From an optimization exercise on the open Yosys and OpenROAD flow, aimed at small area; shortcuts taken in it are not production practice. Power and IR drop assume default switching activity.

// Sobel
module Sobel
#(
    parameter IMAGE_W   =   128  ,
    parameter IMAGE_H   =   480  ,
    parameter IMAGE_DW  =   8
)
(
    input                           InVideoClk  ,
    input                           InVideoVs   ,
    input                           InVideoDe   ,
    input   [IMAGE_DW -1 :0]        InVideoData ,
    output                          OutVideoVs  ,
    output                          OutVideoDe  ,
    output  [IMAGE_DW -1 :0]        OutVideoData
);
wire                PosVs       ;
wire    [9:0]       V           ;
wire    [8:0]       H           ;
wire    [9:0]       V2          ;
wire    [8:0]       H1          ;
wire    [8:0]       H2          ;
wire                De1         ;
wire    [7:0]       AbsX        ;
wire    [7:0]       AbsY        ;
wire                Sat         ;
reg     [1:0]       rDe         ;
PluseDection PluseDection
(
    .clk        (InVideoClk ),
    .in_sig     (InVideoVs  ),
    .pos_sig    (PosVs      )
);
Matrix #(.IMAGE_W(IMAGE_W)) u_Matrix
(
    .InClk      (InVideoClk ),
    .InClr      (PosVs      ),
    .InDe       (InVideoDe  ),
    .InData     (InVideoData),
    .OutP2      (           ),
    .OutP1      (           ),
    .OutP0      (           ),
    .OutV       (V          ),
  ...
For scale: ~2700 cells after synthesis, roughly 21 I/O pins, roughly 0.068 mm² of cells after synthesis.
clock: 8.0 ns
lec_check: 0
cap_margin: 20
core_margin: 2
core_utilization: 60
cts_buf_list: sky130_fd_sc_hd__clkbuf_8
cts_cluster_diameter: 50
cts_cluster_size: 20
slew_margin: 20
run.sh (not shown) runs the stock make flow with config.mk's settings and CLKGATE_MAP_FILE= SYNTH_SCRIPT=/design/flow/synth_recipe.tcl, a recipe that flattens the netlist after the stock synthesis.
The starting point reached the layout checks and failed them: setup timing.
Edit:
--- a/flow/design.v
+++ b/flow/design.v
@@ -487,20 +487,44 @@
 wire bc253 = (Part243[7] & ~Trial244[7]) | (bc252 & (Part243[7] ^ ~Trial244[7]));
 assign Diff245[8] = Part243[8] ^ 1'b1 ^ bc253;
 wire Ge254 = ~Diff245[8];
 wire [7:0] Rem255 = Ge254 ? Diff245[7:0] : Part243[7:0];
 wire [6:0] Root256 = {Root241,Ge254};
 wire [1:0] Rad257 = Rad242[1:0];
 wire [9:0] Part258 = {Rem255,Rad257[1:0]};
 wire [8:0] Trial259 = {Root256,2'b01};
-wire [9:0] Diff260 = Part258 - {1'b0,Trial259};
-wire Ge261 = ~Diff260[9];
-wire [7:0] Root262 = {Root256,Ge261};
-assign OutData = rS5_Sat ? 8'hff : Root262;
+wire [9:0] Diff260;
+assign Diff260[0] = Part258[0] ^ ~Trial259[0] ^ 1'b1;
+wire bc261 = (Part258[0] & ~Trial259[0]) | (1'b1 & (Part258[0] ^ ~Trial259[0]));
+assign Diff260[1] = Part258[1] ^ ~Trial259[1] ^ bc261;
+wire bc262 = (Part258[1] & ~Trial259[1]) | (bc261 & (Part258[1] ^ ~Trial259[1]));
+assign Diff260[2] = Part258[2] ^ ~Trial259[2] ^ bc262;
+wire bc263 = (Part258[2] & ~Trial259[2]) | (bc262 & (Part258[2] ^ ~Trial259[2]));
+assign Diff260[3] = Part258[3] ^ ~Trial259[3] ^ bc263;
+wire bc264 = (Part258[3] & ~Trial259[3]) | (bc263 & (Part258[3] ^ ~Trial259[3]));
+assign Diff260[4] = Part258[4] ^ ~Trial259[4] ^ bc264;
+wire bc265 = (Part258[4] & ~Trial259[4]) | (bc264 & (Part258[4] ^ ~Trial259[4]));
+assign Diff260[5] = Part258[5] ^ ~Trial259[5] ^ bc265;
+wire bc266 = (Part258[5] & ~Trial259[5]) | (bc265 & (Part258[5] ^ ~Trial259[5]));
+assign Diff260[6] = Part258[6] ^ ~Trial259[6] ^ bc266;
+wire bc267 = (Part258[6] & ~Trial259[6]) | (bc266 & (Part258[6] ^ ~Trial259[6]));
+assign Diff260[7] = Part258[7] ^ ~Trial259[7] ^ bc267;
+wire bc268 = (Part258[7] & ~Trial259[7]) | (bc267 & (Part258[7] ^ ~Trial259[7]));
+assign Diff260[8] = Part258[8] ^ ~Trial259[8] ^ bc268;
+wire bc269 = (Part258[8] & ~Trial259[8]) | (bc268 & (Part258[8] ^ ~Trial259[8]));
+assign Diff260[9] = Part258[9] ^ 1'b1 ^ bc269;
+wire Ge270 = ~Diff260[9];
+wire [7:0] Root271 = {Root256,Ge270};
+reg [7:0] rOut;
+always@(posedge InClk)
+begin
+    rOut <= rS5_Sat ? 8'hff : Root271;
+end
+assign OutData = rOut;
 endmodule
 module Sobel
 #(
     parameter IMAGE_W   =   128  ,
     parameter IMAGE_H   =   480  ,
     parameter IMAGE_DW  =   8
 )
 (
@@ -517,17 +541,17 @@
 wire    [8:0]       H           ;
 wire    [9:0]       V2          ;
 wire    [8:0]       H1          ;
 wire    [8:0]       H2          ;
 wire                De1         ;
 wire    [7:0]       AbsX        ;
 wire    [7:0]       AbsY        ;
 wire                Sat         ;
-reg     [1:0]       rDe         ;
+reg     [2:0]       rDe         ;
 PluseDection PluseDection
 (
     .clk        (InVideoClk ),
     .in_sig     (InVideoVs  ),
     .pos_sig    (PosVs      )
 );
 Matrix #(.IMAGE_W(IMAGE_W)) u_Matrix
 (
@@ -562,13 +586,13 @@
     .InClk      (InVideoClk ),
     .InAbsX     (AbsX       ),
     .InAbsY     (AbsY       ),
     .InSat      (Sat        ),
     .OutData    (OutVideoData)
 );
 always@(posedge InVideoClk)
 begin
-    rDe <= {rDe[0],De1};
+    rDe <= {rDe[1:0],De1};
 end
 assign OutVideoVs = InVideoVs;
-assign OutVideoDe = rDe[1];
+assign OutVideoDe = rDe[2];
 endmodule
What happened: Now the flow ran to the end with no violations; clock power fell by a few percent; power fell by a few percent; die area stays flat; core utilization fell by 0.40 points; register-to-register slack loses 0.08 ns; worst hold slack loses 0.029 ns; global-route usage stays flat; non-clock buffer count fell by 27; clock-buffer cell count fell by 6; cell area fell slightly; worst setup slack gains 1.3 ns.
Function was not checked in any run of this note: the RTL went through the layout flow alone.

==> re-timing with driven ports <==
In the flow no input, the clock included, has a driving cell. The finished layouts below were timed again as built, in two steps. Step 1: set_driving_cell puts a clkbuf_16 on InVideoClk and a buf_2 on each other input, an assumption about the parent block. Step 2 adds t to the input delays and takes it off the output delays; t is the mean of the earliest and latest rising clock arrival at the registers after step 1. Input paths then give back, and output paths get back, about the clock's delay inside the block. Three values: ideal, step 1, step 2; two values: the first two.
| run | shift t [ns] | setup slack, ns | worst data-port slew with drivers (ns) | pins driven straight from the clock port |
|---|---|---|---|---|
| the first run | 0.881 | -0.573 / -0.638 / 0.243 | 0.20 | 1 |
| the second run | 0.891 | 0.763 / 0.763 / 0.581 | 0.10 | 1 |
For the second run, which loses most, drivers alone change the setup slack by 0.000 ns; drivers and shift together by -0.182 ns.
